What follows belongs to an exercise in optimizing a design on an open flow for small area and a short achievable clock period; a production flow would make more cautious choices.
The flow treats the clock pin as an ideal source, which a real chip does not have.

==> flow/design.v (excerpt) <==
module rrc_filter #(
	parameter WIDTH = 9
)(
	input logic clk,
	input logic rst,
	input logic signed [WIDTH-1:0] filter_in,
	output logic signed [WIDTH-1:0] filter_out
);
  logic [8:0] sr0, sr1, sr2, sr3, sr4, sr5, sr6, sr7, sr8, sr9, sr10, sr11, sr12, sr13, sr14, sr15, sr16, sr17, sr18, sr19, sr20, sr21, sr22, sr23, sr24, sr25, sr26, sr27;
  always_ff @(posedge clk or posedge rst) begin
    if (rst) begin
      sr0 <= 9'd0;
      sr1 <= 9'd0;
      sr2 <= 9'd0;
      sr3 <= 9'd0;
      sr4 <= 9'd0;
      sr5 <= 9'd0;
      sr6 <= 9'd0;
      sr7 <= 9'd0;
      sr8 <= 9'd0;
      sr9 <= 9'd0;
      sr10 <= 9'd0;
      sr11 <= 9'd0;
      sr12 <= 9'd0;
      sr13 <= 9'd0;
      sr14 <= 9'd0;
      sr15 <= 9'd0;
      sr16 <= 9'd0;
      sr17 <= 9'd0;
      sr18 <= 9'd0;
      sr19 <= 9'd0;
      sr20 <= 9'd0;
      sr21 <= 9'd0;
      sr22 <= 9'd0;
      sr23 <= 9'd0;
      sr24 <= 9'd0;
      sr25 <= 9'd0;
      sr26 <= 9'd0;
      sr27 <= 9'd0;
    end else begin
      sr0 <= filter_in;
      sr1 <= sr0;
      sr2 <= sr1;
  ...
For scale: ~370 flip-flops, roughly 20 I/O pins.
Settings: LEC_CHECK=0, ABC_CLOCK_PERIOD_IN_PS=800, CAP_MARGIN=20, CORE_MARGIN=2, CORE_UTILIZATION=55, CTS_BUF_LIST=sky130_fd_sc_hd__clkbuf_4 sky130_fd_sc_hd__clkbuf_8, CTS_CLUSTER_DIAMETER=60, CTS_CLUSTER_SIZE=20, SLEW_MARGIN=20, SYNTH_HIERARCHICAL=1; clock period 10.5 ns.
standard.sh (not shown) runs the stock make flow with config.mk's settings and CLKGATE_MAP_FILE= SYNTH_SCRIPT=/design/flow/synth_recipe.tcl, a recipe that flattens the netlist after the stock synthesis.
==> flow/flow/run.sh <==
#!/bin/bash
# Own layout flow: the standard ORFS flow (standard.sh, unchanged synthesis), with
#  - timing repair aimed below the design's period (SETUP_SLACK_MARGIN; the SDC is unchanged),
#  - port buffers of a normal buffer cell rather than the smallest one.
# Each step's full log is kept by ORFS under orfs/logs/; make's own output goes to flow.log.
set -uo pipefail
bash standard.sh SETUP_SLACK_MARGIN=7.45 "BUFFER_PORTS_ARGS=-buffer_cell sky130_fd_sc_hd__buf_4" finish > flow.log 2>&1
==> next run, changes <==
--- a/flow/flow/run.sh
+++ b/flow/flow/run.sh
@@ -7 +7 @@
-bash standard.sh SETUP_SLACK_MARGIN=7.45 "BUFFER_PORTS_ARGS=-buffer_cell sky130_fd_sc_hd__buf_4" finish > flow.log 2>&1
+bash standard.sh SETUP_SLACK_MARGIN=7.3 "BUFFER_PORTS_ARGS=-buffer_cell sky130_fd_sc_hd__buf_4" finish > flow.log 2>&1
Result: The new run completed with no timing, DRC or antenna violations; final area decreases by 1.3%; worst setup slack got worse by 0.017 ns; clock skew stays flat; synthesized cell count is unchanged; routed wire length decreases by 2.1%; via count decreases by about 1.3%; clock-buffer cell count decreases by 2.
Function was not checked in any run of this note: the RTL went through the layout flow alone.

Another version of the RTL of rrc_filter (not shown whole).
Size in the first run: about 380 flip-flops, roughly 20 I/O pins, about 17,000 sq um of cells after synthesis.
==> flow/design.v (excerpt) <==
module rrc_filter #(
	parameter WIDTH = 9
)(
	input logic clk,
	input logic rst,
	input logic signed [WIDTH-1:0] filter_in,
	output logic signed [WIDTH-1:0] filter_out
);
==> flow/config.mk <==
export PLATFORM = sky130hd
export DESIGN_NAME = rrc_filter
export DESIGN_NICKNAME = rrc_filter
export VERILOG_FILES = /design/flow/design.v
export SDC_FILE = /design/flow/constraint.sdc
export NUM_CORES = 4
export LEC_CHECK = 0
export ABC_CLOCK_PERIOD_IN_PS = 800
export CAP_MARGIN = 20
export CORE_MARGIN = 2
export CORE_UTILIZATION = 70
export CTS_BUF_LIST = sky130_fd_sc_hd__clkbuf_16
export CTS_CLUSTER_DIAMETER = 80
export CTS_CLUSTER_SIZE = 30
export PLACE_DENSITY = 0.75
export SLEW_MARGIN = 20
export SYNTH_HIERARCHICAL = 1
==> flow/constraint.sdc <==
create_clock -name core_clock -period 10.5 [get_ports {clk}]
set_input_delay 2.1000 -clock core_clock [delete_from_list [all_inputs] [get_ports {clk}]]
set_output_delay 2.1000 -clock core_clock [all_outputs]
set_load 0.01 [all_outputs]
==> flow/flow/run.sh <==
#!/bin/bash
# Own layout flow: the standard ORFS flow (standard.sh, unchanged synthesis), with
#  - timing repair aimed below the design's period (SETUP_SLACK_MARGIN; the SDC is unchanged),
#  - port buffers of a normal buffer cell rather than the smallest one,
#  - after CTS, the clock port drives the tree's second level directly (flow/flatten_clock_root.tcl).
# Each step's full log is kept by ORFS under orfs/logs/; make's own output goes to flow.log.
set -uo pipefail
here=$(pwd)
bash standard.sh SETUP_SLACK_MARGIN=7.3 "BUFFER_PORTS_ARGS=-buffer_cell sky130_fd_sc_hd__buf_4" \
  "POST_CTS_TCL=$here/flow/flatten_clock_root.tcl" finish > flow.log 2>&1
==> flow/flow/flatten_clock_root.tcl <==
set block [ord::get_db_block]
set clknet [$block findNet clk]
set roots {}
foreach it [$clknet getITerms] {
  if {[$it isInputSignal]} { lappend roots [$it getInst] }
}
puts "flatten_clock_root: clock port feeds [llength $roots] cell(s)"
if {[llength $roots] == 1} {
  set root [lindex $roots 0]
  set master [[$root getMaster] getName]
  set out {}
  foreach it [$root getITerms] {
    if {[$it isOutputSignal]} { set out [$it getNet] }
  }
  set loads {}
  foreach it [$out getITerms] {
    if {[$it isInputSignal]} { lappend loads $it }
  }
  puts "flatten_clock_root: root [$root getName] ($master) drives [llength $loads] cell(s)"
  if {[llength $loads] <= 4 && [llength $loads] > 0} {
    foreach it $loads {
      set inst [$it getInst]
      set pin [$it getMTerm]
      set pname "[$inst getName]/[$pin getName]"
      disconnect_pin [$out getName] $pname
      connect_pin clk $pname
    }
    set rname [$root getName]
    set oname [$out getName]
    delete_instance $rname
    delete_net $oname
    puts "flatten_clock_root: removed $rname"
    estimate_parasitics -placement
    report_clock_latency
  }
}
The baseline produced a clean layout.
Next try:
==> flow/flow/run.sh (replaced) <==
#!/bin/bash
# Own layout flow: the standard ORFS flow (standard.sh, unchanged synthesis), with
#  - timing repair aimed below the design's period (SETUP_SLACK_MARGIN; the SDC is unchanged),
#  - port buffers of a normal buffer cell rather than the smallest one.
# Each step's full log is kept by ORFS under orfs/logs/; make's own output goes to flow.log.
set -uo pipefail
bash standard.sh SETUP_SLACK_MARGIN=7.55 "BUFFER_PORTS_ARGS=-buffer_cell sky130_fd_sc_hd__buf_4" finish > flow.log 2>&1
removed: flow/flow/flatten_clock_root.tcl
Result: The new run completed without violations. Final area climbs by 5.2%. Wire length is higher by about 5%. Setup slack improved by 13 ps. Critical path depth shrinks by 4. Sequential cell count does not change. Worst hold slack stays flat.
No run of this note included a check of the RTL's function; only the layout flow was run.

afterwards: timing with drivers on the ports:
In the flow no input, the clock included, has a driving cell. The finished layouts below were timed again as built, in two steps.
Step 1 (the two cells are an assumption about what drives the block):
set clk [get_ports {clk}]
set_driving_cell -lib_cell sky130_fd_sc_hd__clkbuf_16 $clk
set_driving_cell -lib_cell sky130_fd_sc_hd__buf_2 [delete_from_list [all_inputs] $clk]
Step 2 adds t to the input delays and takes it off the output delays; t is the mean of the earliest and latest rising clock arrival at the registers after step 1. Input paths then give back, and output paths get back, about the clock's delay inside the block.
Slacks: no drivers / after step 1 / after step 2; pairs: no drivers / after step 1.
run	t (ns)	slack for setup (ns)	worst hold slack (ns)	latest minus earliest clock arrival (ns)	worst slew at a driven data input, ns
the first run of note 1	0.655	6.954 / 6.954 / 6.954	0.349 / 0.349 / 0.349	0.033 / 0.033	0.03
the second run of note 1	0.657	6.937 / 6.937 / 6.901	0.335 / 0.335 / 0.335	0.037 / 0.037	0.04
the first run of note 2	0.437	7.382 / 7.382 / 7.114	0.339 / 0.339 / 0.339	0.030 / 0.030	0.03
the second run of note 2	0.563	7.395 / 7.346 / 7.200	0.342 / 0.342 / 0.342	0.026 / 0.026	0.04
After both steps setup and hold are still met in every run listed. For the first run of note 2, which loses most, drivers alone change the setup slack by 0.000 ns; drivers and shift together by -0.268 ns. The worst setup slack also covers recovery checks on asynchronous resets.
